From an optimization exercise on the open Yosys and OpenROAD flow, aimed at small area and a short achievable clock period; shortcuts taken in it are not production practice.

==> flow/design.v (excerpt) <==
module Radix_2_div #(
parameter[3:0]	DSIZE	= 15,
parameter[3:0]	PSIZE	= 15
)(
	input				clock,
	input				rst,
	input [DSIZE-1:0]	divisor,
	input [DSIZE-1:0]	dividend,
	output[PSIZE-1:0]	quotient,
	output[3:0]			quoexp
);
==> module Radix_2_div, before the edit <==
module Radix_2_div #(
parameter[3:0]	DSIZE	= 15,
parameter[3:0]	PSIZE	= 15
)(
	input				clock,
	input				rst,
	input [DSIZE-1:0]	divisor,
	input [DSIZE-1:0]	dividend,
	output[PSIZE-1:0]	quotient,
	output[3:0]			quoexp
);
localparam [15:0] FOLD = 16'b0010_0100_1001_0000;
function integer pend;	 
	input integer t;
	integer k;
	begin
		pend = 1;
		for (k = 2; k <= t; k = k + 1)
			pend = FOLD[k] ? 1 : pend + 1;
	end
endfunction
function [14:0] add15;
	input [14:0] a, b;
	input cin;
	reg [14:0] g, p, G, P, Gn, Pn;
	integer i, l;
	begin
		g = a & b;
		p = a ^ b;
		G = g;
		P = p;
		G[0] = g[0] | (p[0] & cin);
		P[0] = 1'b0;
		for (l = 1; l < 16; l = l * 2) begin
			Gn = G; Pn = P;
			for (i = 0; i < 15; i = i + 1)
				if (i & l) begin
					Gn[i] = G[i] | (P[i] & G[(i & ~(l-1)) - 1]);
					Pn[i] = P[i] & P[(i & ~(l-1)) - 1];
				end
			G = Gn; P = Pn;
		end
		add15 = p ^ {G[13:0], cin};
	end
endfunction
reg	[14:0]	n1, d1;
always @(posedge clock) begin
	n1	<= dividend;
	d1	<= divisor;
end
wire [15:0]	y0 = {d1, 1'b0};
wire		s3 = ~|y0[15:8];
wire [15:0]	y1 = s3 ? {y0[7:0], 8'b0} : y0;
wire		s2 = ~|y1[15:12];
wire [15:0]	y2 = s2 ? {y1[11:0], 4'b0} : y1;
wire		s1 = ~|y2[15:14];
wire [15:0]	y3 = s1 ? {y2[13:0], 2'b0} : y2;
wire		s0 = ~y3[15];
wire [15:0]	y4 = s0 ? {y3[14:0], 1'b0} : y3;
reg	[14*15-1:0]	Zf;	 
reg	[14*14-1:0]	Df;	 
reg	[15*4-1:0]	Ef;	 
reg	[15*15-1:0]	Bf;	 
reg	[15*15-1:0]	Lf;	 
reg	[1:0]		Ztop;	 
always @(posedge clock) begin
	Zf[0 +: 15]	<= n1;
	Df[0 +: 14]	<= y4[14:1];
	Ef[0 +: 4]	<= {s3, s2, s1, s0};
end
genvar t;
generate
for (t = 1; t <= 14; t = t + 1) begin: STEP
	wire [15:0]	Z	= (t == 1) ? {1'b0, Zf[0 +: 15]} : {Zf[(t-1)*15 +: 15], 1'b0};
	wire		pos	= ~Z[15] &  Z[14];
	wire		neg	=  Z[15] & ~Z[14];
	wire [14:0]	Dx	= {1'b1, Df[(t-1)*14 +: 14]};
	wire [14:0]	op	= ({15{pos}} & ~Dx) | ({15{neg}} & Dx);
	wire [14:0]	S	= add15(Z[14:0], op, pos);
	always @(posedge clock) begin
		Ef[t*4 +: 4]	<= Ef[(t-1)*4 +: 4];
	end
	if (t < 14) begin: KEEPZ
		always @(posedge clock) begin
			Zf[t*15 +: 15]	<= S;
			Df[t*14 +: 14]	<= Df[(t-1)*14 +: 14];
		end
	end else begin: LASTZ
		always @(posedge clock) Ztop <= S[14:13];
	end
	if (t == 1) begin: QFIRST
		always @(posedge clock) begin
			Bf[15 +: 1]	<= pos | neg;
			Lf[15 +: 1]	<= neg;
		end
	end else if (FOLD[t]) begin: QFOLD
		localparam integer P = pend(t-1);
		wire [t-2:0]	Bp	= Bf[(t-1)*15 +: t-1];
		wire [P-1:0]	Lp	= Lf[(t-1)*15 +: P];
		wire [t-2:0]	Bn	= Bp - {Lp, 1'b0};
		always @(posedge clock) begin
			Bf[t*15 +: t]	<= {Bn, pos | neg};
			Lf[t*15 +: 1]	<= neg;
		end
	end else begin: QSHIFT
		localparam integer P = pend(t-1);
		always @(posedge clock) begin
			Bf[t*15 +: t]		<= {Bf[(t-1)*15 +: t-1], pos | neg};
			Lf[t*15 +: P+1]	<= {Lf[(t-1)*15 +: P], neg};
		end
	end
end
endgenerate
localparam integer PL = pend(14);
wire		pos0	= ~Ztop[1] &  Ztop[0];
wire		neg0	=  Ztop[1] & ~Ztop[0];
wire [14:0]	Qfin	= {Bf[14*15 +: 14], pos0 | neg0} - {Lf[14*15 +: PL], neg0, 1'b0};
reg	[4:0]	cnt;
always @(posedge clock, posedge rst) begin
	if (rst)			cnt	<= 5'd0;
	else if (!cnt[4])	cnt	<= cnt + 5'd1;
end
reg	[14:0]	Qu;
reg	[3:0]	exp;
always @(posedge clock, posedge rst) begin
	if (rst) begin
		Qu	<= 15'd0;
		exp	<= 4'd0;
	end else begin
		Qu	<= cnt[4] ? Qfin : 15'd0;
		exp	<= cnt[4] ? Ef[14*4 +: 4] : 4'd0;
	end
end
assign	quotient	= Qu;
assign	quoexp		= exp;
endmodule
==> flow/config.mk <==
export PLATFORM = sky130hd
export DESIGN_NAME = Radix_2_div
export DESIGN_NICKNAME = Radix_2_div
export VERILOG_FILES = /design/flow/design.v
export SDC_FILE = /design/flow/constraint.sdc
export NUM_CORES = 4
export LEC_CHECK = 0
export CAP_MARGIN = 20
export CORE_MARGIN = 2
export CORE_UTILIZATION = 40
export SETUP_SLACK_MARGIN = 1.8
export SLEW_MARGIN = 20
==> flow/constraint.sdc <==
create_clock -name core_clock -period 4.0 [get_ports {clock}]
set_input_delay 0.8000 -clock core_clock [delete_from_list [all_inputs] [get_ports {clock}]]
set_output_delay 0.8000 -clock core_clock [all_outputs]
set_load 0.01 [all_outputs]
run.sh (not shown) runs the stock make flow with config.mk's settings and CLKGATE_MAP_FILE= SYNTH_SCRIPT=/design/flow/synth_recipe.tcl, a recipe that flattens the netlist after the stock synthesis.
Next try:
--- a/flow/design.v
+++ b/flow/design.v
@@ -16,34 +16,10 @@
 	integer k;
 	begin
 		pend = 1;
 		for (k = 2; k <= t; k = k + 1)
 			pend = FOLD[k] ? 1 : pend + 1;
-	end
-endfunction
-function [14:0] add15;
-	input [14:0] a, b;
-	input cin;
-	reg [14:0] g, p, G, P, Gn, Pn;
-	integer i, l;
-	begin
-		g = a & b;
-		p = a ^ b;
-		G = g;
-		P = p;
-		G[0] = g[0] | (p[0] & cin);
-		P[0] = 1'b0;
-		for (l = 1; l < 16; l = l * 2) begin
-			Gn = G; Pn = P;
-			for (i = 0; i < 15; i = i + 1)
-				if (i & l) begin
-					Gn[i] = G[i] | (P[i] & G[(i & ~(l-1)) - 1]);
-					Pn[i] = P[i] & P[(i & ~(l-1)) - 1];
-				end
-			G = Gn; P = Pn;
-		end
-		add15 = p ^ {G[13:0], cin};
 	end
 endfunction
 reg	[14:0]	n1, d1;
 always @(posedge clock) begin
 	n1	<= dividend;
@@ -75,11 +51,11 @@
 	wire [15:0]	Z	= (t == 1) ? {1'b0, Zf[0 +: 15]} : {Zf[(t-1)*15 +: 15], 1'b0};
 	wire		pos	= ~Z[15] &  Z[14];
 	wire		neg	=  Z[15] & ~Z[14];
 	wire [14:0]	Dx	= {1'b1, Df[(t-1)*14 +: 14]};
 	wire [14:0]	op	= ({15{pos}} & ~Dx) | ({15{neg}} & Dx);
-	wire [14:0]	S	= add15(Z[14:0], op, pos);
+	wire [14:0]	S	= Z[14:0] + op + {14'b0, pos};
 	always @(posedge clock) begin
 		Ef[t*4 +: 4]	<= Ef[(t-1)*4 +: 4];
 	end
 	if (t < 14) begin: KEEPZ
 		always @(posedge clock) begin
Hold slack hardly moves.
Area after synthesis rises by 3.5%.
Final cell count came out higher by 2.5%.
Routed wire length is higher by 7.6%.
Synthesized cell count went up by 6.7%.
No functional check of the RTL was part of any run of this note.

==> port drivers added, routing unchanged <==
How much do the figures lean on ideal ports? The routed layouts below were timed once more, with nothing changed but the port constraints.
Step 1: set_driving_cell puts a clkbuf_16 on clock and a buf_2 on each other input, an assumption about the parent block.
Step 2 moves the port delays by t, midway between the first and last clock arrival at a register: inputs arrive t later, outputs are due t later. That takes back most of the time a late clock gives input paths.
Slacks: ideal ports / drivers / drivers and shift; pairs: ideal ports / drivers.
run	shift t [ns]	setup WS [ns]	hold WS [ns]	latest minus earliest clock arrival (ns)	slew at the worst register clock pin (ns)
the first run	0.645	1.176 / 1.176 / 1.176	0.321 / 0.321 / 0.321	0.028 / 0.029	0.06 / 0.06
the second run	0.653	1.319 / 1.319 / 1.319	0.319 / 0.319 / 0.319	0.023 / 0.024	0.06 / 0.06
After both steps setup and hold are still met in every run listed.
